This is an optimization exercise on Yosys and OpenROAD, whose aim is small area, a short achievable clock period and few clock cycles, not a production implementation.
Where RTL was checked, it was by simulation tests only, not by an equivalence proof against the original.
The RTL of runs 2, 3, 5 and 6 was laid out without a check of its function.
Power figures rest on the tool's default switching activity, not on a simulated workload.

--- run.sh ---
#!/bin/bash
# synth_recipe.tcl (not shown) runs the flow's synth.tcl, then flattens the netlist and writes it again
# the make line also repeats each setting of config.mk as NAME=value (left out here)
make -C /OpenROAD-flow-scripts/flow DESIGN_CONFIG=/design/flow/config.mk WORK_HOME=/design/flow/orfs CLKGATE_MAP_FILE= SYNTH_SCRIPT=/design/flow/synth_recipe.tcl finish
--- config.mk ---
export PLATFORM = sky130hd
export DESIGN_NAME = spu
export DESIGN_NICKNAME = spu
export VERILOG_FILES = /design/flow/design.v
export SDC_FILE = /design/flow/constraint.sdc
export NUM_CORES = 4
export LEC_CHECK = 0
export CAP_MARGIN = 20
export CORE_MARGIN = 2
export CORE_UTILIZATION = 40
export SLEW_MARGIN = 20
--- constraint.sdc ---
create_clock -name core_clock -period 8.0 [get_ports {clk}]
set_input_delay 1.6000 -clock core_clock [delete_from_list [all_inputs] [get_ports {clk}]]
set_output_delay 1.6000 -clock core_clock [all_outputs]
set_load 0.01 [all_outputs]
--- design.v ---
module reg_file #(
parameter  DEPTH = 4,
parameter  ADDR = 2,
parameter  WIDTH = 8)
(
input     rst,
input     clk,
input     w_en,                    
input     [ADDR-1:0]    w_addr,    
input     r1_en,                   
input     r2_en,                   
input     [ADDR-1:0]    r1_addr,   
input     [ADDR-1:0]    r2_addr,   
input     [WIDTH-1:0]   w_data,    
output    [WIDTH-1:0]   r1_data,   
output    [WIDTH-1:0]   r2_data    
);
reg [WIDTH-1:0]    rf[0:DEPTH-1];
assign  r1_data = (r1_en) ? rf[r1_addr] : {(WIDTH){1'b0}};
assign  r2_data = (r2_en) ? rf[r2_addr] : {(WIDTH){1'b0}};
always@(posedge clk or posedge rst)
begin: rf_block
  integer i;
  if(rst)
     for(i=0; i<DEPTH; i=i+1)
           rf[i] <= {(WIDTH){1'b0}};
  else if(w_en)
           rf[w_addr] <= w_data;
end
endmodule
module spu_ctrl(
input   clk,
input   rst,
input   start,                  
output  reg stop,               
input	  pco_en,		
input   [15:0] im_r_data,       
output  [7:0]  im_addr,         
output  reg im_rd,              
output  [7:0] dm_addr,          
output  reg dm_rd,              
output  reg dm_wr,              
output  reg rf_s1,
output  reg rf_s0,
output  reg [3:0] rf_w_addr,    
output  reg rf_w_wr,            
output  reg [3:0] rf_rp_addr,   
output  reg rf_rp_rd,           
output  reg [3:0] rf_rq_addr,   
output  reg rf_rq_rd,           
output  reg alu_s1,
output  reg	alu_s0,
output  [7:0] loac
);
parameter [3:0]  INIT   = 4'd0, 
                 FETCH  = 4'd1,
					  DECODE = 4'd2,
					  LOAD   = 4'd3,
					  STORE  = 4'd4,
                 ADD    = 4'd5,
					  LOAC	= 4'd6,
					  SUB		= 4'd7,
					  JMPZ	= 4'd8,
					  JUMP	= 4'd9,
                 STOP   = 4'd15;
parameter [3:0]  OP_LOAD   = 4'd0,
					  OP_STORE  = 4'd1,
                 OP_ADD    = 4'd2,
					  OP_LOAC	= 4'd3,
					  OP_SUB		= 4'd4,
					  OP_JMPZ	= 4'd5,
					  OP_JUMP	= 4'd6,
	              OP_STOP  	= 4'd15;				  
reg [7:0] pc;     
reg pc_inc;
reg pc_clr;
reg pc_jmpz;
reg pc_jump;
reg [15:0] ir;     
reg ir_ld;
reg [3:0] cs, ns;   
wire [3:0] ra, rb, rc;   
wire [3:0] op;           
wire [7:0] pco;	 
assign im_addr = pc;
assign op = ir[15:12];
assign ra = ir[11:8];
assign rb = ir[7:4];
assign rc = ir[3:0];
assign dm_addr = ir[7:0];
assign loac = ir[7:0];
assign pco = ir[7:0];
always@(posedge clk or posedge rst)
begin
	 if(rst)
		 pc <= 8'd0;
	 else if(pc_clr)
		 pc <= 8'd0;
	 else
		 case({pc_jump,pc_jmpz,pc_inc})
			3'b100:pc <= (pc + pco - 1'b1);
			3'b010:pc <= (pco_en? (pc + pco - 1'b1) : (pc));
			3'b001:pc <= (pc + 8'd1);
			default:pc <= pc;
		 endcase
end
always@(posedge clk or posedge rst)
begin
  if(rst)
     ir <= 16'd0;
  else if(ir_ld)
     ir <= im_r_data;
end
always@(posedge clk or posedge rst)
begin
  if(rst)
     cs <= INIT;
  else 
     cs <= ns;
end
always@(*)
begin
  case(cs)
  INIT:    if(start)
              ns = FETCH;
			  else
			     ns = INIT;
  FETCH:   ns = DECODE;
  DECODE:  case(op)
           OP_LOAD:  ns = LOAD;
			  OP_STORE: ns = STORE;
			  OP_ADD:   ns = ADD;
			  OP_LOAC:	ns	= LOAC;
			  OP_SUB:	ns = SUB;
			  OP_JMPZ:	ns	= JMPZ;
			  OP_JUMP:  ns = JUMP;
			  OP_STOP:  ns = STOP; 
           default:  ns = INIT;
			  endcase
  LOAD:    ns = FETCH;
  STORE:   ns = FETCH;
  ADD:     ns = FETCH;
  LOAC:	  ns = FETCH;
  SUB:	  ns = FETCH;
  JMPZ:    ns = FETCH;
  JUMP:	  ns = FETCH;
  STOP:    ns = INIT;
  default: ns = INIT;
  endcase
end
always@(*)
begin
  im_rd = 1'b0;
  pc_clr = 1'b0;
  pc_inc = 1'b0;
  pc_jmpz = 1'b0;
  pc_jump = 1'b0;
  ir_ld = 1'b0;  
  dm_rd = 1'b0;
  dm_wr = 1'b0;
  rf_s1 = 1'b0;
  rf_s0 = 1'b0;
  rf_w_addr  = 4'd0;
  rf_w_wr = 1'b0;
  rf_rp_addr = 4'd0;
  rf_rp_rd = 1'b0;  
  rf_rq_addr = 4'd0;
  rf_rq_rd = 1'b0;  
  alu_s1 = 1'b0;
  alu_s0 = 1'b0;
  stop = 1'b0; 
  case(cs)
  INIT:    begin
             pc_clr = 1'b1;  
           end
  FETCH:   begin
             im_rd  = 1'b1;
				 ir_ld  = 1'b1;
			    pc_inc = 1'b1;  
           end
  LOAD:    begin
             dm_rd = 1'b1;
			    rf_s0 = 1'b1; 
			    rf_w_addr = ra;
			    rf_w_wr = 1'b1;			  
           end
  STORE:   begin
             dm_wr = 1'b1; 
			    rf_rp_addr = ra;
			    rf_rp_rd = 1'b1;			  
           end
  ADD:     begin           
			    rf_rp_addr = rb;
			    rf_rp_rd = 1'b1;
			    rf_rq_addr = rc;
			    rf_rq_rd = 1'b1;
			    rf_w_addr = ra;
			    rf_w_wr = 1'b1;	
	          alu_s0 = 1'b1;		  
           end
  LOAC:	  begin
				 rf_s1 = 1'b1;
				 rf_w_addr = ra;
				 rf_w_wr = 1'b1;
			  end
  SUB:	  begin
				 rf_rp_addr = rb;
			    rf_rp_rd = 1'b1;
			    rf_rq_addr = rc;
			    rf_rq_rd = 1'b1;
			    rf_w_addr = ra;
			    rf_w_wr = 1'b1;	
	          alu_s1 = 1'b1;
			  end
  JMPZ:    begin
				 rf_rp_addr = ra;
				 rf_rp_rd = 1'b1;
				 pc_jmpz = 1'b1;
			  end
  JUMP:	  begin
				 pc_jump = 1'b1;
			  end
  STOP:    begin
             stop = 1'b1;  
           end
  default: begin
             im_rd = 1'b0;
             pc_clr = 1'b0;
             pc_inc = 1'b0;
				 pc_jmpz = 1'b0;
				 pc_jump = 1'b0;
             ir_ld = 1'b0;  
             dm_rd = 1'b0;
             dm_wr = 1'b0;
				 rf_s1 = 1'b0;
             rf_s0 = 1'b0;
             rf_w_addr  = 4'd0;
             rf_w_wr = 1'b0;
             rf_rp_addr = 4'd0;
             rf_rp_rd = 1'b0;  
             rf_rq_addr = 4'd0;
             rf_rq_rd = 1'b0;
				 alu_s1 = 1'b0;
             alu_s0 = 1'b0;
             stop = 1'b0;
			  end
  endcase
end
endmodule
module spu_datapath(
input clk,
input rst,
output pco_en,  
input rf_s1,
input rf_s0,
input  [3:0] rf_w_addr,   
input  rf_w_wr,           
input  [3:0] rf_rp_addr,  
input  rf_rp_rd,          
input  [3:0] rf_rq_addr,  
input  rf_rq_rd,          
input	 alu_s1,
input  alu_s0,
input	 [7:0] loac,
input  [15:0] dm_r_data,  
output [15:0] dm_w_data   
);
wire   [15:0] mux_out;
wire   [15:0] rf_rp_data;   
wire   [15:0] rf_rq_data;   
reg    [15:0] alu_out;
assign mux_out = rf_s1? loac : rf_s0? dm_r_data : alu_out;
assign dm_w_data = rf_rp_data;
assign pco_en = !rf_rp_data;
reg_file #(
 .DEPTH(16),
 .ADDR(4),
 .WIDTH(16))
rf(.rst(rst),
   .clk(clk),
   .w_en(rf_w_wr),         
   .w_addr(rf_w_addr),     
   .r1_en(rf_rp_rd),       
   .r2_en(rf_rq_rd),       
   .r1_addr(rf_rp_addr),   
   .r2_addr(rf_rq_addr),   
   .w_data(mux_out),       
   .r1_data(rf_rp_data),   
   .r2_data(rf_rq_data)    
);
always@(*)
begin
  case({alu_s1, alu_s0})
  2'd0: alu_out = rf_rp_data;
  2'd1: alu_out = rf_rp_data + rf_rq_data;
  2'd2: alu_out = rf_rp_data - rf_rq_data;
  default: alu_out = 16'd0;
  endcase
end
endmodule
module spu(
input  clk,
input  rst,
input  start,                   
output stop,                    
input   [15:0] im_r_data,       
output  [7:0]  im_addr,         
output  [7:0] dm_addr,          
output  dm_wr,                  
input  [15:0] dm_r_data,        
output [15:0] dm_w_data         
);
wire pco_en;
wire rf_s1;
wire rf_s0;
wire [3:0] rf_w_addr;    
wire rf_w_wr;            
wire [3:0] rf_rp_addr;   
wire rf_rp_rd;           
wire [3:0] rf_rq_addr;   
wire rf_rq_rd;           
wire alu_s1;
wire alu_s0;
wire [7:0] loac;
spu_ctrl c1(.clk(clk),
            .rst(rst),
            .start(start),             
            .stop(stop),               
				.pco_en(pco_en),
            .im_r_data(im_r_data),     
            .im_addr(im_addr),         
            .im_rd(),                  
            .dm_addr(dm_addr),         
            .dm_rd(),                  
            .dm_wr(dm_wr),             
            .rf_s1(rf_s1),
				.rf_s0(rf_s0),
            .rf_w_addr(rf_w_addr),     
            .rf_w_wr(rf_w_wr),         
            .rf_rp_addr(rf_rp_addr),   
            .rf_rp_rd(rf_rp_rd),       
            .rf_rq_addr(rf_rq_addr),   
            .rf_rq_rd(rf_rq_rd),       
            .alu_s1(alu_s1),
				.alu_s0(alu_s0),
				.loac(loac)
);
spu_datapath d1(.clk(clk),
                .rst(rst),
					 .pco_en(pco_en),
                .rf_s1(rf_s1),
					 .rf_s0(rf_s0),
                .rf_w_addr(rf_w_addr),       
                .rf_w_wr(rf_w_wr),           
                .rf_rp_addr(rf_rp_addr),     
                .rf_rp_rd(rf_rp_rd),         
                .rf_rq_addr(rf_rq_addr),     
                .rf_rq_rd(rf_rq_rd),         
                .alu_s1(alu_s1),
					 .alu_s0(alu_s0),
                .dm_r_data(dm_r_data),       
                .dm_w_data(dm_w_data),       
					 .loac(loac)
);
endmodule
==> qor.csv, run 1 <==
metric,value,unit
TritonCTS buffer count,34,
Reg2Reg Depth,24,
Netlist Area Pre-Place,16840,µm²
# H-tree levels,2,
Worst R2R Start,c1.cs[3],
ys async rst share,100.0,%
Routed met3 length,9503,µm
CTS Buffer Depth,3,
post-synthesis register bit count,284,
total power,0.008231,W
Placed Cells,2481,
Worst Setup SP,c1.cs[3],
"non-filler cells, final",2544,
crit path max fanout,17,
Peak VDD IR,180.6,µV
first-pass GRT wire length,108900,µm
Setup Viol. Count Final,0,
met2 wire length,30670,µm
Hold Slack,0.5072,ns
Skew-Pair Late Insertion Delay,0.55,ns
DRC errors left,0,
drt pass-1 iters,12,
critical-path cell list,"inv_1, nand2_1, nor2_1, inv_1, ha_2, buf_4, or3b_1, or4b_1, o311ai_4, buf_4, a22oi_1, o22ai_1, a21oi_1, a21oi_1, clkdlybuf4s50_1",
Setup crit end,dm_w_data[9],
Avg Inst Size Synth,8.559,µm²
die height,209.2,µm
CP max stage cell,a21oi_1,
CTS Hold Bufs,0,
Initial Util,40.32,%
status,finished clean,
wl on met1,29200,µm
gp weighted congestion,1.012,
Critical Path AT,6.13,ns
root buffer cell,clkbuf_16,
Overall Global Routing Usage,33.76,%
area grow syn2layout,14.20,%
Yosys cell types,94,
antenna violations before repair,1,
die width,209.2,µm
drt via density,6.714,
Die ar.,43750,µm²
Hold Fails Final Rpt,0,
Pleak,8.246,nW
final cycle utilization of the critical path,96.61,%
top-count cell post-synth,nand2_1,
minimum clock period,7.729,ns
CP max stage delay,0.75,ns
dpl ws,0.6693,ns
"CTS clk-pin slew, worst paths",0.06,ns
max cap viols,0,
worst setup margin,0.2713,ns
row count,75,
Yosys top cell by area,dfrtp_1,
Fill cells,4066,
post-CTS setup buffers,0,
core box area,41760,µm²
Slew Limit Fails,0,
ranking of synthesized cells by area,"dfrtp_1 (42%), o21ai_0 (8.9%), nand2_1 (7.8%)",
Worst Setup End Kind,output port,
Boundary Pins,69,
total wire length,74280,µm
Crit Reg-Reg Endpoint,d1.rf.rf[6][15],
initial drt markers,2733,
GR Overflow Total,0,
Setup TNS Final,0,ns
Max Used Layer,met4,
vias in the first global route,16090,
routed len/inst,29.20,µm
post-CTS resize count,0,
CTS tree,done,
RSZ-0062 raised after global routing,false,
slew at the pin with the worst max-slew slack,1.207,ns
PD cells,428.1,nW/µm²
r2r setup slk,0.39,ns
maximum clock rate,129.4,MHz
Max Clock Skew,0.01827,ns
YS warnings,4,
layout cells sized above 1,9.685,%
nets@finish,2051,
half-perimeter wire length after placement,50150,µm
Port Buf Inserts,68,
Syn Inst Count,1967,
critical path class,register to output port,
number of synthesized flops with an enable pin,0,
Crit path required time,6.40,ns
Slew HR,19.26,%
ys flop type,dfrtp_1,
Post-Syn Nets,2040,
Min-Delay Path Class,register to register,
largest net degree at the start of global routing,156,
remaining antenna violation count after routing,0,
sequential element share of the synthesized area,42.21,%
top post-synthesis cells by count,"nand2_1 (351), o21ai_0 (301), dfrtp_1 (284)",
share of the synthesized area in the top cell type,42.21,%
CTS sink cnt,284,
Worst setup SP type,register,
DR vias,17080,
## metal layers
layer  track usage [%]  vias up
met4             19.24        0
li1                  -     7247
met3             9.017      316
met2             48.87     1280
met5                 0        -
met1             45.59     8238
## through the flow
stage                     util, %  instance area (µm²)
after floorplan                 -                16840
after global placement      43.35                18100
after detailed placement    43.35                18100
after CTS                   46.00                19210
after global routing        46.03                19220
final                       46.04                19230
## registers in the layout, indices dropped and copies added, names as in the netlist
name / cells
d1.rf.rf: 256
c1.ir: 16
c1.pc: 8
c1.cs: 4
## placed cells by master, fill, tap and decap left out, types with 7 or more instances in the layout
cell type        instances
a222oi_1                38
a31oi_1                 33
and2_1                  21
clkbuf_16               37
clkinv_2                 8
dfrtp_1                284
mux2i_1                 10
nor3_1                  23
o21ai_0                301
a21o_1                  10
inv_1                   50
ha_1                    35
o221a_2                 12
a22oi_1                106
a21oi_1                 69
a22o_1                  17
nor2_1                  74
nand2_1                349
nand3_1                 53
a221oi_1                10
a32oi_1                  8
xnor2_1                 23
o2111ai_1                7
clkdlybuf4s50_1         68
nand4_1                 14
nor4_1                  12
nand2b_1                 7
and3_1                  26
nor3b_1                  7
o22ai_1                 21
nor2b_1                 17
buf_4                   82
## worst min path at each step
stage,cells after the start,from,endpoint
CTS,2,d1.rf.rf[11][0],d1.rf.rf[11][0]
finish,1,c1.pc[7],c1.pc[7]
global route,2,d1.rf.rf[0][8],d1.rf.rf[0][8]
global placement,2,d1.rf.rf[2][12],d1.rf.rf[2][12]
floorplan,2,d1.rf.rf[11][2],d1.rf.rf[11][2]
detailed placement,2,d1.rf.rf[11][0],d1.rf.rf[11][0]
## final cells by class
cell class | instances | area, µm² | area share, %
Multi-Input combinational cell | 1454 | 8816 | 45.85
Tap cell | 539 | 674.4 | 3.508
Clock inverter | 15 | 116.4 | 0.6052
Clock buffer | 46 | 989.7 | 5.147
Timing Repair Buffer | 151 | 1316 | 6.846
Sequential cell | 284 | 7107 | 36.96
Antenna cell | 2 | 5.005 | 0.02603
Inverter | 53 | 202.7 | 1.054
## cell families after synthesis
group,share of synthesized area (%)
DFF,42.21
xor gates and xnor gates,1.836
AOI/OAI and AO/OA,28.58
muxes,0.8621
and+or+nand+nor,17.68
buffers and inverters,5.916
adders and majority gates,2.913
## critical path, delay by kind of cell, from the launching register on
kind	cells	cell delay, ns
DFF	1	0.62
and+or+nand+nor	4	1.17
AOI/OAI and AO/OA	5	1.42
buffers and inverters	5	1.72
adders and majority gates	1	0.60
## power breakdown
group | total, W | internal, W | switching (W)
registers | 0.00288 | 0.00207 | 0.000809
logic | 0.00380 | 0.00141 | 0.00238
clock network | 0.00156 | 0.000905 | 0.000651
Testbench counts, summed over its fixed seeds: cycles 156,537.
==> run 2, diff against run 1 <==
==> design.v (replaced) <==
module spu(
input  clk,
input  rst,
input  start,
output stop,
input   [15:0] im_r_data,
output  [7:0]  im_addr,
output  [7:0] dm_addr,
output  dm_wr,
input  [15:0] dm_r_data,
output [15:0] dm_w_data
);
localparam [3:0] OP_LOAD  = 4'd0,
                 OP_STORE = 4'd1,
                 OP_ADD   = 4'd2,
                 OP_LOAC  = 4'd3,
                 OP_SUB   = 4'd4,
                 OP_JMPZ  = 4'd5,
                 OP_JUMP  = 4'd6,
                 OP_STOP  = 4'd15;
reg  [7:0]  pc;       
reg         fv;       
reg  [15:0] ir;       
reg         vd;       
reg         stopd;    
reg  [3:0]  sa;       
reg  [15:0] a;        
reg  [15:0] b;        
reg         cin;      
reg  [7:0]  imme;     
reg  [3:0]  rae;      
reg         we_e;     
reg         ld_e;     
reg         lc_e;     
reg         st_e;     
reg         jz_e;     
reg  [15:0] rf [0:15];
wire [3:0]  op_f = im_r_data[15:12];
wire [3:0]  op_d = ir[15:12];
wire [16:0] sum17 = {a, 1'b1} + {b, cin};
wire [15:0] alu   = sum17[16:1];
wire [15:0] res   = ld_e ? dm_r_data : (lc_e ? {8'h00, imme} : alu);
wire        taken = jz_e & (a == 16'd0);
reg rst_q;
always @(posedge clk)
  rst_q <= rst;
wire [15:0] wd = res & {16{~rst_q}};
always @(posedge clk) begin: rf_write
  integer i;
  for (i = 0; i < 16; i = i + 1)
    if (rst_q | (we_e & (rae == i)))
      rf[i] <= wd;
end
wire        jump_d = vd & (op_d == OP_JUMP) & ~taken;
wire [3:0]  sb     = ir[3:0];
wire [15:0] va     = (we_e && rae == sa) ? res : rf[sa];
wire [15:0] vb     = (we_e && rae == sb) ? res : rf[sb];
wire        sub_d  = (op_d == OP_SUB);
wire        go_d   = vd & ~taken;
always @(posedge clk) begin
  a    <= va;
  b    <= sub_d ? ~vb : vb;
  cin  <= sub_d;
  imme <= ir[7:0];
  rae  <= ir[11:8];
  ld_e <= (op_d == OP_LOAD);
  lc_e <= (op_d == OP_LOAC);
end
always @(posedge clk or posedge rst) begin
  if (rst) begin
    we_e <= 1'b0;
    st_e <= 1'b0;
    jz_e <= 1'b0;
  end else begin
    we_e <= go_d & ((op_d == OP_LOAD) | (op_d == OP_ADD) | (op_d == OP_SUB) | (op_d == OP_LOAC));
    st_e <= go_d & (op_d == OP_STORE);
    jz_e <= go_d & (op_d == OP_JMPZ);
  end
end
wire        kill_f = taken | jump_d | stopd;
wire [7:0]  pc_jz  = pc + imme - 8'd2;
wire [7:0]  pc_jp  = pc + ir[7:0] - 8'd1;
always @(posedge clk) begin
  ir <= im_r_data;
  sa <= (op_f == OP_STORE || op_f == OP_JMPZ) ? im_r_data[11:8] : im_r_data[7:4];
end
always @(posedge clk or posedge rst) begin
  if (rst) begin
    pc    <= 8'd0;
    fv    <= 1'b0;
    vd    <= 1'b0;
    stopd <= 1'b0;
  end else begin
    vd    <= fv & ~kill_f;
    stopd <= fv & ~kill_f & (op_f == OP_STOP);
    if (start) begin
      pc <= 8'd0;
      fv <= 1'b1;
    end else begin
      if (stopd)
        fv <= 1'b0;
      if (taken)
        pc <= pc_jz;
      else if (jump_d)
        pc <= pc_jp;
      else
        pc <= pc + 8'd1;
    end
  end
end
assign im_addr   = pc;
assign dm_addr   = imme;
assign dm_wr     = st_e;
assign dm_w_data = a;
assign stop      = stopd;
endmodule
==> qor.csv, run 2 <==
metric,value,unit,change
Largest Register,rf,,was d1.rf.rf
max FFs per register,256,,unchanged
root buffer cell,clkbuf_16,,unchanged
CTS Hold Bufs,0,,unchanged
ys async rst share,4.142,%,was 100.0%
maximum clock rate,276.6,MHz,was 129.4 MHz
Boundary Pins,69,,unchanged
die height,209.8,µm,was 209.2 µm
drt via density,6.528,,was 6.714
die width,209.8,µm,was 209.2 µm
Yosys top cell by area,edfxtp_1,,was dfrtp_1
Crit path required time,8.41,ns,was 6.40 ns
slew at the pin with the worst max-slew slack,1.218,ns,was 1.207 ns
"commonest non-fill, non-tap cell in the layout",edfxtp_1,,was nand2_1
Overall Global Routing Usage,28.83,%,was 33.76%
# H-tree levels,2,,unchanged
Avg Inst Size Synth,11.22,µm²,was 8.559 µm²
CTS Buffer Depth,3,,unchanged
Hold Fails Final Rpt,0,,unchanged
minimum clock period,3.616,ns,was 7.729 ns
Critical Path AT,4.03,ns,was 6.13 ns
Yosys cell types,68,,was 94
"non-filler cells, final",2127,,was 2544
Antenna diodes,0,,was 2
DRC errors left,0,,unchanged
layout cells sized above 1,11.15,%,was 9.685%
CTS sink cnt,338,,was 284
critical-path cell list,"buf_4, nor2b_1, buf_4, a22o_1, nand2_1, o221ai_1, a2111oi_1, o22ai_1, xor2_1",,"was inv_1, nand2_1, nor2_1, inv_1, ha_2, buf_4, or3b_1, or4b_1, o311ai_4, buf_4, a22oi_1, o22ai_1, a21oi_1, a21oi_1, clkdlybuf4s50_1"
Max Clock Skew,0.01605,ns,was 0.01827 ns
Worst setup SP type,register,,unchanged
vias in the first global route,13310,,was 16090
gp weighted congestion,0.9818,,was 1.012
post-CTS resize count,0,,unchanged
Slew HR,18.50,%,was 19.26%
Peak VDD IR,120.1,µV,was 180.6 µV
Placed Cells,2061,,was 2481
first-pass GRT wire length,92130,µm,was 108900 µm
Worst Setup SP,ir[0],,was c1.cs[3]
cell family with most CP delay,compound AO/OA/AOI/OAI gates,,was buffers and inverters
initial drt markers,2496,,was 2733
area grow syn2layout,15.85,%,was 14.20%
Port Buf Inserts,68,,unchanged
critical path class,register to register,,was register to output port
Setup Viol. Count Final,0,,unchanged
status,finished clean,,unchanged
drt pass-1 iters,6,,was 12
TritonCTS buffer count,35,,was 34
max cap viols,0,,unchanged
Initial Util,40.47,%,was 40.32%
half-perimeter wire length after placement,42380,µm,was 50150 µm
core box area,41850,µm²,was 41760 µm²
share of the synthesized area in the top cell type,45.39,%,was 42.21%
"CTS clk-pin slew, worst paths",0.06,ns,about the same
"most used cell, CP",buf_4,,
Pleak,7.231,nW,was 8.246 nW
sequential element share of the synthesized area,55.49,%,was 42.21%
crit path max fanout,54,,was 17
top post-synthesis cells by count,"edfxtp_1 (256), nor2_1 (114), nand2_1 (97)",,"was nand2_1 (351), o21ai_0 (301), dfrtp_1 (284)"
GR Overflow Total,0,,unchanged
Skew-Pair Late Insertion Delay,0.54,ns,was 0.55 ns
top-count cell post-synth,edfxtp_1,,was nand2_1
DR vias,13880,,was 17080
post-synthesis register bit count,338,,was 284
number of synthesized flops with an enable pin,256,,was 0
Worst Setup End Kind,register,,was output port
post-CTS setup buffers,0,,unchanged
Syn Inst Count,1509,,was 1967
row count,75,,unchanged
total wire length,64340,µm,was 74280 µm
"Buf+Inv Stages, Crit Path",2,,was 5
YS warnings,2,,was 4
Fill cells,3777,,was 4066
final cycle utilization of the critical path,45.19,%,was 96.61%
CP max stage delay,0.95,ns,was 0.75 ns
CP max stage cell,a2111oi_1,,was a21oi_1
Worst R2R Start,ir[0],,was c1.cs[3]
Netlist Area Pre-Place,16940,µm²,was 16840 µm²
PD cells,326.8,nW/µm²,was 428.1 nW/µm²
Slew Limit Fails,0,,unchanged
RSZ-0062 raised after global routing,false,,unchanged
remaining antenna violation count after routing,0,,unchanged
Setup TNS Final,0,ns,unchanged
antenna violations before repair,1,,unchanged
largest net degree at the start of global routing,57,,was 156
most frequent cells in the layout,"edfxtp_1 (256), nor2_1 (107), nand2_1 (97)",,"was nand2_1 (349), o21ai_0 (301), dfrtp_1 (284)"
ranking of synthesized cells by area,"edfxtp_1 (45%), dfxtp_1 (8.0%), mux2i_1 (3.1%)",,"was dfrtp_1 (42%), o21ai_0 (8.9%), nand2_1 (7.8%)"
routed len/inst,30.25,µm,was 29.20 µm
ys flop type,edfxtp_1,,was dfrtp_1
CTS tree,done,,unchanged
min-delay src,ir[9],,was c1.pc[7]
nets@finish,1642,,was 2051
Die ar.,44010,µm²,was 43750 µm²
Post-Syn Nets,1589,,was 2040
Min-Delay Path Class,register to register,,unchanged
## run 2: worst register-to-register path: stages (launching register included)
cell	delay, ns
dfxtp_4	0.85
buf_4	0.57
nor2b_1	0.09
buf_4	0.18
a22o_1	0.22
nand2_1	0.07
o221ai_1	0.13
a2111oi_1	0.95
o22ai_1	0.24
xor2_1	0.20
## run 2: power breakdown
part / internal, W / switching, W
registers: 0.00264 / 0.000357
logic: 0.000615 / 0.00108
clock network: 0.00101 / 0.000704
## run 2: cell type report
class / instances / area, µm² / share of cell area, %
Clock inverter: 21 / 221.5 / 1.129
Inverter: 56 / 210.2 / 1.071
Timing Repair Buffer: 113 / 1018 / 5.191
Clock buffer: 42 / 985.9 / 5.025
Sequential cell: 338 / 9412 / 47.97
Multi-Input combinational cell: 1018 / 7099 / 36.18
Tap cell: 539 / 674.4 / 3.437
## run 2: final timing paths
kind,end,slack [ns],depth (start not counted)
worst max-delay path,b[1],4.38,9
worst min-delay path,rae[1],0.33,0
worst max register to register,b[1],4.38,9
worst min register to register,rae[1],0.33,0
max in group asynchronous,pc[5],6.12,2
min in group asynchronous,pc[6],1.50,2
## run 2: per-layer routing
| metal | GRT usage (%) | wire (µm) | share of wire (%) | vias up |
|---|---|---|---|---|
| met4 | 15.41 | 4042 | 6.3 | 2 |
| li1 | - | - | - | 5882 |
| met2 | 44.54 | 28140 | 44 | 1094 |
| met3 | 7.497 | 7961 | 12 | 264 |
| met1 | 37.24 | 24180 | 38 | 6642 |
| met5 | 0 | 18 | 0.028 | - |
## run 2: logic make-up after synthesis
family / count (synthesis) / share of synthesized area (%)
compound gates: 468 / 19.16
simple gates: 365 / 9.965
flops: 338 / 55.49
buf+inv: 153 / 3.568
mux: 84 / 5.459
xor+xnor: 56 / 2.896
fa+ha+maj: 45 / 3.457
## run 2: metrics by stage
step / util, % / area (µm²) / hold slack [ns] / worst slack (ns) / power, W
floorplan: - / 16940 / 0.3096 / 4.787 / 0.003914
global placement: 43.89 / 18370 / 0.3115 / 4.372 / 0.004605
detailed placement: 43.90 / 18380 / 0.3168 / 4.273 / 0.004626
CTS: 46.79 / 19580 / 0.3295 / 4.263 / 0.006331
global route: 46.88 / 19620 / 0.3278 / 4.255 / 0.006632
finish: 46.88 / 19620 / 0.3275 / 4.384 / 0.006412
==> run 3, diff against run 2 <==
--- a/config.mk
+++ b/config.mk
@@ -6,6 +6,8 @@
 export NUM_CORES = 4
 export LEC_CHECK = 0
+export ABC_CLOCK_PERIOD_IN_PS = 2800
 export CAP_MARGIN = 20
 export CORE_MARGIN = 2
 export CORE_UTILIZATION = 40
+export SETUP_SLACK_MARGIN = 5
 export SLEW_MARGIN = 20
==> qor.csv, run 3 <==
metric,value,unit,change
sequential element share of the synthesized area,55.49,%,unchanged
ranking of synthesized cells by area,"edfxtp_1 (45%), dfxtp_1 (8.0%), mux2i_1 (3.1%)",,unchanged
first-pass GRT wire length,96450,µm,was 92130 µm
DR vias,14330,,was 13880
Netlist Area Pre-Place,16940,µm²,unchanged
Peak VDD IR,144.7,µV,was 120.1 µV
drt via density,6.673,,was 6.528
crit path max fanout,24,,was 54
CTS Buffer Depth,3,,unchanged
top post-synthesis cells by count,"edfxtp_1 (256), nor2_1 (114), nand2_1 (97)",,unchanged
root buffer cell,clkbuf_16,,unchanged
CTS Hold Bufs,0,,unchanged
Slew HR,15.48,%,was 18.50%
remaining antenna violation count after routing,0,,unchanged
minimum clock period,3.045,ns,was 3.616 ns
r2r setup slk,4.96,ns,was 4.38 ns
Crit Reg-Reg Endpoint,a[3],,was b[1]
top-count cell post-synth,edfxtp_1,,unchanged
vias in the first global route,13720,,was 13310
total wire length,68320,µm,was 64340 µm
post-synthesis register bit count,338,,unchanged
Worst Setup SP,sa[0],,was ir[0]
ys flop type,edfxtp_1,,unchanged
"commonest non-fill, non-tap cell in the layout",edfxtp_1,,unchanged
Worst Setup End Kind,register,,unchanged
Area after DPL,18380,µm²,about the same
layout cells sized above 1,14.30,%,was 11.15%
Overall Global Routing Usage,30.33,%,was 28.83%
Slew Limit Fails,0,,unchanged
initial drt markers,2163,,was 2496
Port Buf Inserts,68,,unchanged
slew at the pin with the worst max-slew slack,1.266,ns,was 1.218 ns
Worst R2R Start,sa[0],,was ir[0]
ys async rst share,4.142,%,unchanged
maximum clock rate,328.4,MHz,was 276.6 MHz
Min-Delay Path Depth,0,,unchanged
Avg Inst Size Synth,11.22,µm²,unchanged
status,finished clean,,unchanged
Syn Inst Count,1509,,unchanged
area grow syn2layout,18.17,%,was 15.85%
Hold Fails Final Rpt,0,,unchanged
TritonCTS buffer count,37,,was 35
Setup TNS Final,0,ns,unchanged
Reg2Reg Depth,10,,was 9
Min-Delay Path Class,register to register,,unchanged
critical path class,register to register,,unchanged
"CTS clk-pin slew, worst paths",0.06,ns,about the same
nets@finish,1659,,was 1642
core box area,41850,µm²,unchanged
Yosys cell types,68,,unchanged
DRC errors left,0,,unchanged
CTS sink cnt,338,,unchanged
PD cells,324.0,nW/µm²,was 326.8 nW/µm²
Skew-Pair Late Insertion Delay,0.54,ns,about the same
max cap viols,0,,unchanged
most frequent cells in the layout,"edfxtp_1 (256), nand2_1 (96), nor2_1 (94)",,"was edfxtp_1 (256), nor2_1 (107), nand2_1 (97)"
Setup crit end,a[3],,was b[1]
Setup Viol. Count Final,0,,unchanged
Die ar.,44010,µm²,unchanged
RSZ-0062 raised after global routing,true,,was false
final instance area,20010,µm²,was 19620 µm²
max FFs per register,256,,unchanged
routed len/inst,31.82,µm,was 30.25 µm
half-perimeter wire length after placement,44230,µm,was 42380 µm
Largest Register,rf,,unchanged
final cycle utilization of the critical path,38.06,%,was 45.19%
Crit path required time,8.43,ns,was 8.41 ns
Post-Syn Nets,1589,,unchanged
largest net degree at the start of global routing,53,,was 57
Pleak,7.463,nW,was 7.231 nW
Boundary Pins,69,,unchanged
Critical Path AT,3.47,ns,was 4.03 ns
die width,209.8,µm,unchanged
share of the synthesized area in the top cell type,45.39,%,unchanged
YS warnings,2,,unchanged
drt pass-1 iters,10,,was 6
GR Overflow Total,0,,unchanged
die height,209.8,µm,unchanged
CTS tree,done,,unchanged
row count,75,,unchanged
Antenna diodes,0,,unchanged
gp weighted congestion,1.004,,was 0.9818
Initial Util,40.47,%,unchanged
Yosys top cell by area,edfxtp_1,,unchanged
# H-tree levels,2,,unchanged
antenna violations before repair,0,,was 1
Placed Cells,2060,,was 2061
Worst setup SP type,register,,unchanged
"non-filler cells, final",2147,,was 2127
Max Clock Skew,0.01486,ns,was 0.01605 ns
number of synthesized flops with an enable pin,256,,unchanged
==> run 3: cell count changes in the layout (fill, tap and decap cells not counted), moves of 5 or more <==
cell / previous run / this run
clkinv_1: 7 / 2
nor2_1: 107 / 94
clkbuf_1: 2 / 12
dlygate4sd2_1: 0 / 33
nor2_2: 7 / 16
dfxtp_1: 60 / 54
buf_6: 0 / 5
clkdlybuf4s50_1: 68 / 34
==> run 3: layout make-up <==
class | count | area, µm²
Multi-Input combinational cell | 1018 | 7257
Clock inverter | 15 | 135.1
Clock buffer | 53 | 1049
Sequential cell | 338 | 9424
Timing Repair Buffer | 128 | 1249
Fill cell | 3762 | 21840
Inverter | 56 | 226.5
Tap cell | 539 | 674.4
==> run 3: per-layer routing <==
metal	GRT usage [%]	vias up	share of wire, %
met4	15.33	0	6.4
met5	0	-	0
met1	39.95	6916	37
met2	46.42	1188	43
li1	-	5942	-
met3	7.796	282	13
==> run 3: how the worst min path moves through the flow <==
| stage | start | end |
|---|---|---|
| 3_5_place_dp | ir[10] | rae[2] |
| 5_1_grt | ir[8] | rae[0] |
| 6_report | ir[10] | rae[2] |
| 4_1_cts | ir[10] | rae[2] |
| 2_1_floorplan | ir[8] | rae[0] |
| 3_3_place_gp | ir[8] | rae[0] |
==> run 3: logic make-up (layout without fill, tap and decap cells) <==
| family | Yosys count | after routing | synth area share, % |
|---|---|---|---|
| xor+xnor | 56 | 56 | 2.896 |
| compound gates | 468 | 468 | 19.16 |
| fa+ha+maj | 45 | 45 | 3.457 |
| buf+inv | 153 | 252 | 3.568 |
| simple gates | 365 | 365 | 9.965 |
| mux | 84 | 84 | 5.459 |
| flops | 338 | 338 | 55.49 |
==> run 3: worst max-delay path: stages (launching register included) <==
cell	delay (ns)
dfxtp_2	0.31
buf_4	0.31
clkinvlp_4	0.37
buf_4	0.29
nor2_1	0.51
a2bb2oi_1	0.16
o221ai_1	0.22
a221oi_1	0.10
o221ai_2	0.16
o21ai_0	0.16
o21ai_0	0.32
==> run 3: power by group <==
group | leakage, nW | internal, W | switching (W)
combinational | 3.52 | 0.000649 | 0.00115
sequential | 3.37 | 0.00264 | 0.000352
clock | 0.577 | 0.000981 | 0.000707
==> run 3: what timing repair did <==
| action | in CTS | in global routing |
|---|---|---|
| setup buffers | 13 | 3 |
| endpoints found under the hold margin | 0 | 0 |
| setup endpoints to repair | 220 | 424 |
| resized for setup | 63 | 37 |
| gates cloned | 0 | 3 |
| pin swaps | 1 | 2 |
==> run 3: per-stage QoR <==
stage	power (W)	worst slack [ns]	hold WS [ns]	utilization, %
5_1_grt	0.006717	4.948	0.3456	47.82
3_3_place_gp	0.004643	4.382	0.3129	43.90
6_report	0.006486	4.955	0.3250	47.82
3_5_place_dp	0.004653	4.258	0.3121	43.92
2_1_floorplan	0.003914	5.005	0.3096	-
4_1_cts	0.006353	4.785	0.3249	47.20
==> run 4, diff against run 3 <==
--- a/design.v
+++ b/design.v
@@ -24,5 +24,4 @@
 reg         vd;       
 reg         stopd;    
-reg  [3:0]  sa;       
 reg  [15:0] a;        
 reg  [15:0] b;        
@@ -42,15 +41,15 @@
 wire [15:0] res   = ld_e ? dm_r_data : (lc_e ? {8'h00, imme} : alu);
 wire        taken = jz_e & (a == 16'd0);
-reg rst_q;
-always @(posedge clk)
-  rst_q <= rst;
-wire [15:0] wd = res & {16{~rst_q}};
 always @(posedge clk) begin: rf_write
   integer i;
-  for (i = 0; i < 16; i = i + 1)
-    if (rst_q | (we_e & (rae == i)))
-      rf[i] <= wd;
+  if (rst) begin
+    for (i = 0; i < 16; i = i + 1)
+      rf[i] <= 16'd0;
+  end else if (we_e)
+    rf[rae] <= res;
 end
 wire        jump_d = vd & (op_d == OP_JUMP) & ~taken;
+wire        use_ra = (op_d == OP_STORE) | (op_d == OP_JMPZ);
+wire [3:0]  sa     = use_ra ? ir[11:8] : ir[7:4];
 wire [3:0]  sb     = ir[3:0];
 wire [15:0] va     = (we_e && rae == sa) ? res : rf[sa];
@@ -83,5 +82,4 @@
 always @(posedge clk) begin
   ir <= im_r_data;
-  sa <= (op_f == OP_STORE || op_f == OP_JMPZ) ? im_r_data[11:8] : im_r_data[7:4];
 end
 always @(posedge clk or posedge rst) begin
--- a/config.mk
+++ b/config.mk
@@ -6,8 +6,6 @@
 export NUM_CORES = 4
 export LEC_CHECK = 0
-export ABC_CLOCK_PERIOD_IN_PS = 2800
 export CAP_MARGIN = 20
 export CORE_MARGIN = 2
 export CORE_UTILIZATION = 40
-export SETUP_SLACK_MARGIN = 5
 export SLEW_MARGIN = 20
==> qor.csv, run 4 <==
metric,value,unit,change
top post-synthesis cells by count,"nor2_1 (313), nand2_1 (281), edfxtp_1 (256)",,"was edfxtp_1 (256), nor2_1 (114), nand2_1 (97)"
PD cells,254.6,nW/µm²,was 324.0 nW/µm²
Yosys cell types,76,,was 68
Die ar.,46590,µm²,was 44010 µm²
status,finished clean,,unchanged
root buffer cell,clkbuf_16,,unchanged
Worst setup SP type,input pin,,was register
sequential element share of the synthesized area,51.80,%,was 55.49%
antenna violations before repair,2,,was 0
Sw Share,35.32,%,was 34.13%
Setup Viol. Count Final,0,,unchanged
Syn Inst Count,1648,,was 1509
"commonest non-fill, non-tap cell in the layout",nor2_1,,was edfxtp_1
total wire length,62110,µm,was 68320 µm
maximum clock rate,230.7,MHz,was 328.4 MHz
critical-path cell list,"clkdlybuf4s50_1, nor2b_1, nor3b_1, nand3_1, nand2_1",,"was buf_4, clkinvlp_4, buf_4, nor2_1, a2bb2oi_1, o221ai_1, a221oi_1, o221ai_2, o21ai_0, o21ai_0"
Skew-Pair Late Insertion Delay,0.56,ns,was 0.54 ns
core box area,44220,µm²,was 41850 µm²
CTS tree,done,,unchanged
Internal,0.003353,W,was 0.004272 W
nets@finish,1751,,was 1659
Setup TNS Final,0,ns,unchanged
CTS sink cnt,333,,was 338
Net Sw Power,0.001831,W,was 0.002214 W
DRC errors left,0,,unchanged
initial drt markers,1955,,was 2163
Overall Global Routing Usage,26.64,%,was 30.33%
Worst Setup End Kind,register,,unchanged
share of the synthesized area in the top cell type,42.82,%,was 45.39%
post-CTS resize count,0,,was 63
top-count cell post-synth,nor2_1,,was edfxtp_1
GR Overflow Total,0,,unchanged
YS warnings,1,,was 2
Boundary Pins,69,,unchanged
TritonCTS buffer count,37,,unchanged
CP max stage delay,0.73,ns,was 0.51 ns
Slew HR,27.84,%,was 15.48%
routed len/inst,27.12,µm,was 31.82 µm
sequential share of power,39.7,%,was 46.2%
slew at the pin with the worst max-slew slack,1.055,ns,was 1.266 ns
crit path max fanout,17,,was 24
half-perimeter wire length after placement,43300,µm,was 44230 µm
Placed Cells,2224,,was 2060
Max Clock Skew,0.01818,ns,was 0.01486 ns
die height,215.8,µm,was 209.8 µm
"Buf+Inv Stages, Crit Path",1,,was 3
ranking of synthesized cells by area,"edfxtp_1 (43%), mux4_2 (11%), dfxtp_1 (7.0%)",,"was edfxtp_1 (45%), dfxtp_1 (8.0%), mux2i_1 (3.1%)"
gp weighted congestion,0.9537,,was 1.004
Post-Syn Nets,1728,,was 1589
Critical Path AT,4.52,ns,was 3.47 ns
Slew Limit Fails,0,,unchanged
Crit path required time,8.19,ns,was 8.43 ns
CP max stage cell,nand2_1,,was nor2_1
# H-tree levels,2,,unchanged
final cycle utilization of the critical path,54.19,%,was 38.06%
layout cells sized above 1,12.26,%,was 14.30%
Largest Register,rf,,unchanged
Netlist Area Pre-Place,17950,µm²,was 16940 µm²
Port Buf Inserts,68,,unchanged
Comb pwr share,27.8,%,about the same
ys async rst share,4.204,%,was 4.142%
most frequent cells in the layout,"nor2_1 (312), nand2_1 (281), edfxtp_1 (256)",,"was edfxtp_1 (256), nand2_1 (96), nor2_1 (94)"
RSZ-0062 raised after global routing,false,,was true
post-CTS setup buffers,0,,was 13
Yosys top cell by area,edfxtp_1,,unchanged
row count,77,,was 75
critical path class,input pin to register,,was register to register
post-synthesis register bit count,333,,was 338
Pleak,7.817,nW,was 7.463 nW
max cap viols,0,,unchanged
Avg Inst Size Synth,10.89,µm²,was 11.22 µm²
Peak VDD IR,173.5,µV,was 144.7 µV
minimum clock period,4.335,ns,was 3.045 ns
Hold Fails Final Rpt,0,,unchanged
CTS Hold Bufs,0,,unchanged
max FFs per register,256,,unchanged
drt pass-1 iters,6,,was 10
area grow syn2layout,13.43,%,was 18.17%
number of synthesized flops with an enable pin,256,,unchanged
CTS Buffer Depth,3,,unchanged
Initial Util,40.59,%,was 40.47%
die width,215.8,µm,was 209.8 µm
"CTS clk-pin slew, worst paths",0.06,ns,about the same
drt via density,6.048,,was 6.673
largest net degree at the start of global routing,66,,was 53
"non-filler cells, final",2290,,was 2147
Clock Power Share,32.5,%,was 26.0%
first-pass GRT wire length,90100,µm,was 96450 µm
Min-Delay Path Class,register to register,,unchanged
ys flop type,edfxtp_1,,unchanged
cell family with most CP delay,simple AND/OR/NAND/NOR gates,,was compound AO/OA/AOI/OAI gates
remaining antenna violation count after routing,0,,unchanged
DR vias,13850,,was 14330
vias in the first global route,13000,,was 13720
[run 4: cell count changes after synthesis, sizes merged, moves of 20 or more]
cell / change
a22o: -30
nor2: +201
a22oi: -55
a21oi: -58
mux4: +82
nand3: -20
o21ai: -49
nand2: +184
mux2: -23
and3: +20
mux2i: -24
[run 4: kinds of logic (layout without fill, tap and decap cells)]
kind of cell,count (synthesis),after routing,share of synthesized area [%]
other cells,0,1,0
compound gates,206,206,8.281
simple gates,726,726,17.10
mux,119,119,12.90
buf+inv,171,220,4.314
flops,333,333,51.80
xor+xnor,48,48,2.342
fa+ha+maj,45,45,3.262
[run 4: power groups by stage]
stage,logic [W],registers (W),clock network [W]
global route,0.00150,0.00206,0.00177
finish,0.00144,0.00206,0.00168
floorplan,0.000763,0.00204,0
detailed placement,0.00140,0.00209,0
CTS,0.00140,0.00205,0.00170
global placement,0.00139,0.00209,0
[run 4: through the flow]
step	worst slack [ns]	instance area (µm²)	util [%]	total power, W	hold slack, ns
floorplan	4.638	17950	-	0.002805	0.3290
global placement	3.250	19160	43.32	0.003477	0.3961
detailed placement	3.193	19160	43.32	0.003484	0.3954
CTS	3.753	20340	45.99	0.005153	0.3993
global route	3.548	20360	46.04	0.005336	0.4055
finish	3.665	20360	46.05	0.005184	0.3955
[run 4: path summary, 6_finish.rpt]
check	from	endpoint	slack, ns	depth (start not counted)
worst max register to register	ir[12]	a[1]	4.07	9
min in group asynchronous	rst	we_e	1.57	3
worst min-delay path	ir[5]	imme[5]	0.40	0
max in group asynchronous	rst	jz_e	6.06	3
worst min register to register	ir[5]	imme[5]	0.40	0
worst max-delay path	rst	rf[3][15]	3.67	5
[run 4: area by class of cell]
type                            instances  area, µm²
Clock inverter                         17      128.9
Antenna cell                            1      2.502
Multi-Input combinational cell       1144       8009
Timing Repair Buffer                   98      909.6
Tap cell                              592      740.7
Fill cell                            4056      23860
Sequential cell                       333       9306
Clock buffer                           48       1051
Inverter                               57      214.0
[run 4: routing by layer]
metal,up-vias,global-route usage (%),part of all wire [%]
li1,5993,-,-
met1,6843,37.16,41
met2,854,39.54,43
met3,157,5.201,10
met4,2,13.61,5.7
met5,-,0,0.021
Testbench counts of run 4, summed over its fixed seeds: cycles 59,045.
==> run 5, diff against run 4 <==
--- a/design.v
+++ b/design.v
@@ -24,8 +24,10 @@
 reg         vd;       
 reg         stopd;    
+reg  [3:0]  sa;       
 reg  [15:0] a;        
 reg  [15:0] b;        
 reg         cin;      
 reg  [7:0]  imme;     
+reg  [7:0]  tgte;     
 reg  [3:0]  rae;      
 reg         we_e;     
@@ -41,18 +43,29 @@
 wire [15:0] res   = ld_e ? dm_r_data : (lc_e ? {8'h00, imme} : alu);
 wire        taken = jz_e & (a == 16'd0);
+reg rst_q;
+always @(posedge clk)
+  rst_q <= rst;
+wire [15:0] wd   = res & {16{~rst_q}};
+wire [15:0] wsel = {16{rst_q}} | ({16{we_e}} & (16'd1 << rae));
 always @(posedge clk) begin: rf_write
   integer i;
-  if (rst) begin
-    for (i = 0; i < 16; i = i + 1)
-      rf[i] <= 16'd0;
-  end else if (we_e)
-    rf[rae] <= res;
+  for (i = 0; i < 16; i = i + 1)
+    rf[i] <= (wd & {16{wsel[i]}}) | (rf[i] & {16{~wsel[i]}});
 end
-wire        jump_d = vd & (op_d == OP_JUMP) & ~taken;
-wire        use_ra = (op_d == OP_STORE) | (op_d == OP_JMPZ);
-wire [3:0]  sa     = use_ra ? ir[11:8] : ir[7:4];
-wire [3:0]  sb     = ir[3:0];
-wire [15:0] va     = (we_e && rae == sa) ? res : rf[sa];
-wire [15:0] vb     = (we_e && rae == sb) ? res : rf[sb];
+wire [3:0]  sb  = ir[3:0];
+wire [15:0] oha = 16'd1 << sa;
+wire [15:0] ohb = 16'd1 << sb;
+reg  [15:0] rda, rdb;
+always @(*) begin: rf_read
+  integer i;
+  rda = 16'd0;
+  rdb = 16'd0;
+  for (i = 0; i < 16; i = i + 1) begin
+    rda = rda | (rf[i] & {16{oha[i]}});
+    rdb = rdb | (rf[i] & {16{ohb[i]}});
+  end
+end
+wire [15:0] va     = (we_e && rae == sa) ? res : rda;
+wire [15:0] vb     = (we_e && rae == sb) ? res : rdb;
 wire        sub_d  = (op_d == OP_SUB);
 wire        go_d   = vd & ~taken;
@@ -62,4 +75,5 @@
   cin  <= sub_d;
   imme <= ir[7:0];
+  tgte <= pc + ir[7:0] + 8'hff;    
   rae  <= ir[11:8];
   ld_e <= (op_d == OP_LOAD);
@@ -77,9 +91,9 @@
   end
 end
-wire        kill_f = taken | jump_d | stopd;
-wire [7:0]  pc_jz  = pc + imme - 8'd2;
-wire [7:0]  pc_jp  = pc + ir[7:0] - 8'd1;
+wire        kill_f = taken | stopd;
+wire        jump_f = fv & ~kill_f & (op_f == OP_JUMP);
 always @(posedge clk) begin
   ir <= im_r_data;
+  sa <= (op_f == OP_STORE || op_f == OP_JMPZ) ? im_r_data[11:8] : im_r_data[7:4];
 end
 always @(posedge clk or posedge rst) begin
@@ -99,7 +113,7 @@
         fv <= 1'b0;
       if (taken)
-        pc <= pc_jz;
-      else if (jump_d)
-        pc <= pc_jp;
+        pc <= tgte;
+      else if (jump_f)
+        pc <= pc + im_r_data[7:0];
       else
         pc <= pc + 8'd1;
--- a/config.mk
+++ b/config.mk
@@ -6,6 +6,8 @@
 export NUM_CORES = 4
 export LEC_CHECK = 0
+export ABC_CLOCK_PERIOD_IN_PS = 2800
 export CAP_MARGIN = 20
 export CORE_MARGIN = 2
 export CORE_UTILIZATION = 40
+export SETUP_SLACK_MARGIN = 5
 export SLEW_MARGIN = 20
==> qor.csv, run 5 <==
metric,value,unit,change
DR vias,14450,,was 13850
top post-synthesis cells by count,"edfxtp_1 (256), nand2_1 (99), nor2_1 (98)",,"was nor2_1 (313), nand2_1 (281), edfxtp_1 (256)"
ys async rst share,4.046,%,was 4.204%
max cap viols,0,,unchanged
ys flop type,edfxtp_1,,unchanged
Yosys top cell by area,edfxtp_1,,unchanged
"commonest non-fill, non-tap cell in the layout",edfxtp_1,,was nor2_1
critical path class,input pin to register,,unchanged
antenna violations before repair,1,,was 2
layout cells sized above 1,15.84,%,was 12.26%
Syn Inst Count,1479,,was 1648
minimum clock period,3.368,ns,was 4.335 ns
Simple-Gate Fraction of Synth Area,10.65,%,was 17.10%
vias in the first global route,13870,,was 13000
final cycle utilization of the critical path,42.09,%,was 54.19%
sequential element share of the synthesized area,55.94,%,was 51.80%
critical-path cell list,"buf_8, or2_4, a2111oi_4, nand2_1, buf_6, fa_2, nor2b_2, o21ai_2, a21boi_1, o21ai_1, and3_1, o21ai_1, a21oi_1",,"was clkdlybuf4s50_1, nor2b_1, nor3b_1, nand3_1, nand2_1"
Avg Inst Size Synth,11.55,µm²,was 10.89 µm²
core box area,42040,µm²,was 44220 µm²
main combinational cell family by area after synthesis,compound AO/OA/AOI/OAI gates,,was simple AND/OR/NAND/NOR gates
Worst setup SP type,input pin,,unchanged
PD cells,318.1,nW/µm²,was 254.6 nW/µm²
Die ar.,44390,µm²,was 46590 µm²
CTS tree,done,,unchanged
Crit path required time,8.41,ns,was 8.19 ns
"Buf+Inv Stages, Crit Path",2,,was 1
share of the synthesized area in the top cell type,44.98,%,was 42.82%
area grow syn2layout,18.26,%,was 13.43%
Setup Viol. Count Final,0,,unchanged
CP max stage cell,fa_2,,was nand2_1
GR Overflow Total,0,,unchanged
drt via density,6.828,,was 6.048
Initial Util,40.65,%,was 40.59%
post-synthesis compound-gate area fraction,18.26,%,was 8.280%
die height,210.7,µm,was 215.8 µm
Netlist Area Pre-Place,17090,µm²,was 17950 µm²
largest net degree at the start of global routing,63,,was 66
Max Clock Skew,0.02313,ns,was 0.01818 ns
die width,210.7,µm,was 215.8 µm
"CTS clk-pin slew, worst paths",0.06,ns,about the same
final instance area,20210,µm²,was 20360 µm²
half-perimeter wire length after placement,43850,µm,was 43300 µm
Overall Global Routing Usage,31.08,%,was 26.64%
status,finished clean,,unchanged
drt pass-1 iters,7,,was 6
adder-cell share of the synthesized area,2.914,%,was 3.262%
global route hottest layer,met2,,unchanged
RSZ-0062 raised after global routing,true,,was false
M2 GR Usage,46.05,%,was 39.54%
met3 Usage GRT,10.05,%,was 5.201%
worst setup margin,4.632,ns,was 3.665 ns
nets@finish,1623,,was 1751
M1 GR Usage,40.73,%,was 37.16%
CTS Buffer Depth,3,,unchanged
Worst Setup End Kind,register,,unchanged
Peak VDD IR,135.4,µV,was 173.5 µV
Setup TNS Final,0,ns,unchanged
Hold Fails Final Rpt,0,,unchanged
CP max stage delay,0.36,ns,was 0.73 ns
post-synthesis register bit count,346,,was 333
"most used cell, CP",o21ai_1,,
CTS sink cnt,346,,was 333
total power,0.006429,W,was 0.005184 W
cell family with most CP delay,compound AO/OA/AOI/OAI gates,,was simple AND/OR/NAND/NOR gates
XOR/XNOR share of the synthesized area,2.350,%,was 2.342%
gp weighted congestion,0.9880,,was 0.9537
TritonCTS buffer count,38,,was 37
Slew HR,23.78,%,was 27.84%
Boundary Pins,69,,unchanged
ranking of synthesized cells by area,"edfxtp_1 (45%), dfxtp_1 (8.9%), mux2i_1 (2.9%)",,"was edfxtp_1 (43%), mux4_2 (11%), dfxtp_1 (7.0%)"
number of synthesized flops with an enable pin,256,,unchanged
DRC errors left,0,,unchanged
initial drt markers,2455,,was 1955
Post-Syn Nets,1552,,was 1728
Yosys cell types,80,,was 76
Skew-Pair Late Insertion Delay,0.56,ns,about the same
Critical Path AT,3.77,ns,was 4.52 ns
slew at the pin with the worst max-slew slack,1.139,ns,was 1.055 ns
dpl ws,3.480,ns,was 3.193 ns
Antenna diodes,0,,was 1
Slew Limit Fails,0,,unchanged
maximum clock rate,297.0,MHz,was 230.7 MHz
CTS Hold Bufs,0,,unchanged
remaining antenna violation count after routing,0,,unchanged
YS warnings,2,,was 1
# H-tree levels,2,,unchanged
first-pass GRT wire length,99240,µm,was 90100 µm
Port Buf Inserts,68,,unchanged
root buffer cell,clkbuf_16,,unchanged
routed len/inst,33.02,µm,was 27.12 µm
crit path max fanout,3,,was 17
total wire length,69910,µm,was 62110 µm
top-count cell post-synth,edfxtp_1,,was nor2_1
most frequent cells in the layout,"edfxtp_1 (256), nand2_1 (96), nor2_1 (85)",,"was nor2_1 (312), nand2_1 (281), edfxtp_1 (256)"
Pleak,7.359,nW,was 7.817 nW
row count,75,,was 77
Min-Delay Path Class,register to register,,unchanged
Area after DPL,18490,µm²,was 19160 µm²
mux cell area share after synthesis,6.363,%,was 12.90%
## run 5: area by class of cell
type                            count  area, µm²
Clock buffer                       44      994.7
Clock inverter                     24      247.7
Fill cell                        3705      21830
Inverter                           45      172.7
Multi-Input combinational cell    989       7322
Sequential cell                   346       9594
Tap cell                          539      674.4
Timing Repair Buffer              130       1204
## run 5: report_power, final
| part | internal [W] | switching, W |
|---|---|---|
| clock | 0.00103 | 0.000751 |
| combinational | 0.000600 | 0.00111 |
| sequential | 0.00262 | 0.000318 |
| total | 0.00425 | 0.00218 |
## run 5: routing by layer
layer  vias to the layer above  share of wire, %
met5                         -             0.047
met4                         4               5.9
met3                       286                14
met2                      1232                43
met1                      7044                37
li1                       5888                 -
## run 5: worst paths after layout
path                          startpoint  endpoint  slack [ns]  cells after the start
max in group asynchronous            rst     pc[6]        6.08                      2
min in group asynchronous            rst     pc[7]        1.52                      2
hold reg to reg                   ir[10]    rae[2]        0.33                      0
setup / recovery           im_r_data[12]     pc[6]        4.63                     13
hold / removal                    ir[10]    rae[2]        0.33                      0
setup reg to reg                   a[15]     pc[6]        4.74                     15
## run 5: logic make-up after synthesis
group           count (synthesis)
compound gates                440
xor+xnor                       45
fa+ha+maj                      38
buf+inv                       144
flops                         346
mux                            95
simple gates                  371
## run 5: what timing repair did
item	4_1_cts	5_1_grt
setup endpoints to repair	250	190
pin swaps	16	13
resized for setup	95	38
hold endpoints to repair	0	0
setup buffers	19	7
## run 5: stage by stage
| stage | std cells | util, % | hold slack (ns) |
|---|---|---|---|
| 3_5_place_dp | 2023 | 43.99 | 0.3150 |
| 2_1_floorplan | 1479 | - | 0.3096 |
| 3_3_place_gp | 2023 | 43.99 | 0.3167 |
| 4_1_cts | 2110 | 47.57 | 0.3348 |
| 6_report | 2117 | 48.07 | 0.3324 |
| 5_1_grt | 2117 | 48.07 | 0.3397 |
## run 5: worst reg2reg max path, cell delays in order, from the launching register on
cell and delay, ns:
dfxtp_2 0.34, or4b_4 0.55, nor4_2 0.40, a2111oi_4 0.15, buf_4 0.17, nand2b_1 0.06, ha_2 0.19, inv_2 0.04
fa_2 0.34, nor2b_2 0.13, o21ai_2 0.07, a21boi_1 0.18, o21ai_1 0.10, and3_1 0.17, o21ai_1 0.15, a21oi_1 0.09
==> run 6, diff against run 5 <==
--- a/design.v
+++ b/design.v
@@ -24,5 +24,9 @@
 reg         vd;       
 reg         stopd;    
-reg  [3:0]  sa;       
+reg  [15:0] oha;      
+reg  [15:0] ohb;      
+reg         lcd;      
+reg         fwda;     
+reg         fwdb;     
 reg  [15:0] a;        
 reg  [15:0] b;        
@@ -33,5 +37,4 @@
 reg         we_e;     
 reg         ld_e;     
-reg         lc_e;     
 reg         st_e;     
 reg         jz_e;     
@@ -41,5 +44,5 @@
 wire [16:0] sum17 = {a, 1'b1} + {b, cin};
 wire [15:0] alu   = sum17[16:1];
-wire [15:0] res   = ld_e ? dm_r_data : (lc_e ? {8'h00, imme} : alu);
+wire [15:0] res   = ld_e ? dm_r_data : alu;
 wire        taken = jz_e & (a == 16'd0);
 reg rst_q;
@@ -53,11 +56,8 @@
     rf[i] <= (wd & {16{wsel[i]}}) | (rf[i] & {16{~wsel[i]}});
 end
-wire [3:0]  sb  = ir[3:0];
-wire [15:0] oha = 16'd1 << sa;
-wire [15:0] ohb = 16'd1 << sb;
 reg  [15:0] rda, rdb;
 always @(*) begin: rf_read
   integer i;
-  rda = 16'd0;
+  rda = {8'h00, ir[7:0] & {8{lcd}}};
   rdb = 16'd0;
   for (i = 0; i < 16; i = i + 1) begin
@@ -66,8 +66,9 @@
   end
 end
-wire [15:0] va     = (we_e && rae == sa) ? res : rda;
-wire [15:0] vb     = (we_e && rae == sb) ? res : rdb;
+wire [15:0] va     = fwda ? res : rda;
+wire [15:0] vb     = fwdb ? res : rdb;
 wire        sub_d  = (op_d == OP_SUB);
 wire        go_d   = vd & ~taken;
+wire        we_n   = go_d & ((op_d == OP_LOAD) | (op_d == OP_ADD) | (op_d == OP_SUB) | (op_d == OP_LOAC));
 always @(posedge clk) begin
   a    <= va;
@@ -78,5 +79,4 @@
   rae  <= ir[11:8];
   ld_e <= (op_d == OP_LOAD);
-  lc_e <= (op_d == OP_LOAC);
 end
 always @(posedge clk or posedge rst) begin
@@ -86,5 +86,5 @@
     jz_e <= 1'b0;
   end else begin
-    we_e <= go_d & ((op_d == OP_LOAD) | (op_d == OP_ADD) | (op_d == OP_SUB) | (op_d == OP_LOAC));
+    we_e <= we_n;
     st_e <= go_d & (op_d == OP_STORE);
     jz_e <= go_d & (op_d == OP_JMPZ);
@@ -93,7 +93,15 @@
 wire        kill_f = taken | stopd;
 wire        jump_f = fv & ~kill_f & (op_f == OP_JUMP);
+wire        rd_ra_f = (op_f == OP_STORE) | (op_f == OP_JMPZ);
+wire        rd_b_f  = (op_f == OP_ADD) | (op_f == OP_SUB);
+wire        rd_a_f  = rd_ra_f | rd_b_f;
+wire [3:0]  sa_f    = rd_ra_f ? im_r_data[11:8] : im_r_data[7:4];
 always @(posedge clk) begin
   ir <= im_r_data;
-  sa <= (op_f == OP_STORE || op_f == OP_JMPZ) ? im_r_data[11:8] : im_r_data[7:4];
+  oha  <= rd_a_f ? (16'd1 << sa_f) : 16'd0;
+  ohb  <= rd_b_f ? (16'd1 << im_r_data[3:0]) : 16'd0;
+  lcd  <= (op_f == OP_LOAC);
+  fwda <= we_n & rd_a_f & (ir[11:8] == sa_f);
+  fwdb <= we_n & rd_b_f & (ir[11:8] == im_r_data[3:0]);
 end
 always @(posedge clk or posedge rst) begin
==> qor.csv, run 6 <==
metric,value,unit,change
status,finished clean,,unchanged
top-count cell post-synth,edfxtp_1,,unchanged
most frequent cells in the layout,"edfxtp_1 (256), a22oi_1 (164), dfxtp_1 (97)",,"was edfxtp_1 (256), nand2_1 (96), nor2_1 (85)"
min-delay src,ir[8],,was ir[10]
root buffer cell,clkbuf_16,,unchanged
Hold Slack,0.4316,ns,was 0.3324 ns
Net Sw Power,0.001183,W,was 0.002177 W
Slew Limit Fails,0,,unchanged
Post-Syn Nets,1342,,was 1552
antenna violations before repair,0,,was 1
Overall Global Routing Usage,27.09,%,was 31.08%
Sw Share,24.78,%,was 33.87%
critical path class,register to register,,was input pin to register
"CTS clk-pin slew, worst paths",0.06,ns,about the same
largest net degree at the start of global routing,34,,was 63
Fill cells,3456,,was 3705
first-pass GRT wire length,81070,µm,was 99240 µm
YS warnings,2,,unchanged
area grow syn2layout,18.52,%,was 18.26%
CTS tree,done,,unchanged
post-synthesis register bit count,376,,was 346
Worst R2R Start,a[6],,was a[15]
cell family with most CP delay,simple AND/OR/NAND/NOR gates,,was compound AO/OA/AOI/OAI gates
Syn Inst Count,1269,,was 1479
max cap viols,0,,unchanged
Netlist Area Pre-Place,15950,µm²,was 17090 µm²
# H-tree levels,2,,unchanged
DRC errors left,0,,unchanged
total wire length,56490,µm,was 69910 µm
ys flop type,edfxtp_1,,unchanged
share of the synthesized area in the top cell type,48.20,%,was 44.98%
drt pass-1 iters,7,,unchanged
Avg Inst Size Synth,12.57,µm²,was 11.55 µm²
Antenna diodes,0,,unchanged
CP max stage cell,or4_4,,was fa_2
Yosys top cell by area,edfxtp_1,,unchanged
nets@finish,1415,,was 1623
Worst Setup End Kind,register,,unchanged
Peak VDD IR,154.6,µV,was 135.4 µV
routed len/inst,29.79,µm,was 33.02 µm
Comb pwr share,9.6,%,was 26.6%
Port Buf Inserts,68,,unchanged
"commonest non-fill, non-tap cell in the layout",edfxtp_1,,unchanged
layout cells sized above 1,13.64,%,was 15.84%
final cycle utilization of the critical path,42.79,%,was 42.09%
half-perimeter wire length after placement,32780,µm,was 43850 µm
PD cells,252.5,nW/µm²,was 318.1 nW/µm²
Internal,0.003591,W,was 0.004251 W
RSZ-0062 raised after global routing,true,,unchanged
Setup TNS Final,0,ns,unchanged
register area,10170,µm²,was 9594 µm²
GR Overflow Total,0,,unchanged
CTS sink cnt,376,,was 346
Crit path required time,8.40,ns,was 8.41 ns
minimum clock period,3.423,ns,was 3.368 ns
sequential share of power,50.7,%,was 45.8%
number of synthesized flops with an enable pin,256,,unchanged
"Buf+Inv Stages, Crit Path",1,,was 2
DR vias,12210,,was 14450
Max Clock Skew,0.01295,ns,was 0.02313 ns
ranking of synthesized cells by area,"edfxtp_1 (48%), dfxtp_1 (13%), a22oi_1 (7.7%)",,"was edfxtp_1 (45%), dfxtp_1 (8.9%), mux2i_1 (2.9%)"
ys async rst share,3.723,%,was 4.046%
Worst Setup SP,a[6],,was im_r_data[12]
Min-Delay Path Class,register to register,,unchanged
die height,203.7,µm,was 210.7 µm
vias in the first global route,11930,,was 13870
sequential element share of the synthesized area,63.70,%,was 55.94%
Die ar.,41490,µm²,was 44390 µm²
Hold Fails Final Rpt,0,,unchanged
initial drt markers,2136,,was 2455
TritonCTS buffer count,39,,was 38
multi-input logic area,5522,µm²,was 7322 µm²
Slew HR,14.60,%,was 23.78%
gp weighted congestion,0.8688,,was 0.9880
Worst setup SP type,register,,was input pin
CP max stage delay,0.57,ns,was 0.36 ns
CTS Hold Bufs,0,,unchanged
drt via density,6.437,,was 6.828
remaining antenna violation count after routing,0,,unchanged
Boundary Pins,69,,unchanged
CTS Buffer Depth,3,,unchanged
top post-synthesis cells by count,"edfxtp_1 (256), a22oi_1 (164), dfxtp_1 (106)",,"was edfxtp_1 (256), nand2_1 (99), nor2_1 (98)"
crit path max fanout,7,,was 3
maximum clock rate,292.1,MHz,was 297.0 MHz
die width,203.7,µm,was 210.7 µm
Yosys cell types,59,,was 80
Initial Util,40.33,%,was 40.65%
Skew-Pair Late Insertion Delay,0.54,ns,was 0.56 ns
core box area,39550,µm²,was 42040 µm²
critical-path cell list,"or4_4, or4_4, o2111ai_4, or2_4, ha_4, inv_2, fa_2, nor2b_4, o21ai_2, a21boi_2, o21ai_1, and3_1, o21ai_1, a21oi_1",,"was buf_8, or2_4, a2111oi_4, nand2_1, buf_6, fa_2, nor2b_2, o21ai_2, a21boi_1, o21ai_1, and3_1, o21ai_1, a21oi_1"
Critical Path AT,3.82,ns,was 3.77 ns
Clock Power Share,39.7,%,was 27.7%
Setup Viol. Count Final,0,,unchanged
Pleak,7.121,nW,was 7.359 nW
slew at the pin with the worst max-slew slack,1.279,ns,was 1.139 ns
row count,73,,was 75
run 6: stage by stage:
| step | utilization [%] | total power, W | std cells | instance area (µm²) | setup WS, ns |
|---|---|---|---|---|---|
| after CTS | 47.50 | 0.004761 | 1891 | 18790 | 4.547 |
| after global routing | 47.80 | 0.004916 | 1896 | 18900 | 4.457 |
| final | 47.80 | 0.004773 | 1896 | 18900 | 4.577 |
| after floorplan | - | 0.002658 | 1269 | 15990 | 4.536 |
| after global placement | 43.79 | 0.002873 | 1813 | 17320 | 3.701 |
| after detailed placement | 43.79 | 0.002881 | 1813 | 17320 | 3.619 |
run 6: what timing repair did:
item                       4_1_cts  5_1_grt
setup buffers                    8        5
gates resized for setup         74       25
setup endpoints to repair      205      233
hold endpoints to repair         0        0
pin swaps                       16        8
run 6: layout make-up:
type	count	share of cell area, %
multi-input cells	754	29.21
clock inverters	20	1.284
flip-flops and latches	376	53.83
clock buffers	50	5.772
well taps	525	3.475
inverters	54	1.072
repair buffers	117	5.361
run 6: worst reg2reg max path: stages, from the launching register on:
cell       delay [ns]
dfxtp_2          0.33
or4_4            0.54
or4_4            0.57
o2111ai_4        0.33
or2_4            0.20
ha_4             0.12
inv_2            0.03
fa_2             0.36
nor2b_4          0.14
o21ai_2          0.07
a21boi_2         0.15
o21ai_1          0.08
and3_1           0.16
o21ai_1          0.12
a21oi_1          0.09
run 6: logic make-up after synthesis:
group / synth area share, %
flip-flops: 63.70
AND/OR/NAND/NOR: 8.143
adder cells (fa/ha/maj): 3.122
AO/OA/AOI/OAI: 18.38
XOR/XNOR: 2.746
multiplexers: 0.6276
buffers and inverters: 3.279
run 6: power groups by stage:
stage               Clock, W  Sequential [W]  Combinational, W
floorplan                  0         0.00241          0.000246
global placement           0         0.00245          0.000423
detailed placement         0         0.00245          0.000430
CTS                  0.00191         0.00241          0.000437
global route         0.00199         0.00243          0.000496
finish               0.00190         0.00242          0.000459
run 6: path summary, 6_finish.rpt:
path,end,slack (ns),depth (start not counted)
worst max-delay path,pc[6],4.58,14
worst min-delay path,rae[0],0.43,0
worst max register to register,pc[6],4.58,14
worst min register to register,rae[0],0.43,0
max in group asynchronous,pc[0],6.09,2
min in group asynchronous,jz_e,1.47,2
run 6: per-layer routing:
layer | routed length (µm) | GRT usage [%]
met3 | 7156 | 7.367
met1 | 20760 | 34.03
met2 | 24890 | 42.60
met5 | 0 | 0
met4 | 3685 | 14.62

Re-timed with assumed drivers on the ports (clkbuf_16 on the clock, buf_2 on other inputs), run 6 has 4.577 ns of setup slack against 4.577 ns with ideal ports, and 4.022 ns once port delays also move by the mid clock arrival of 0.591 ns.
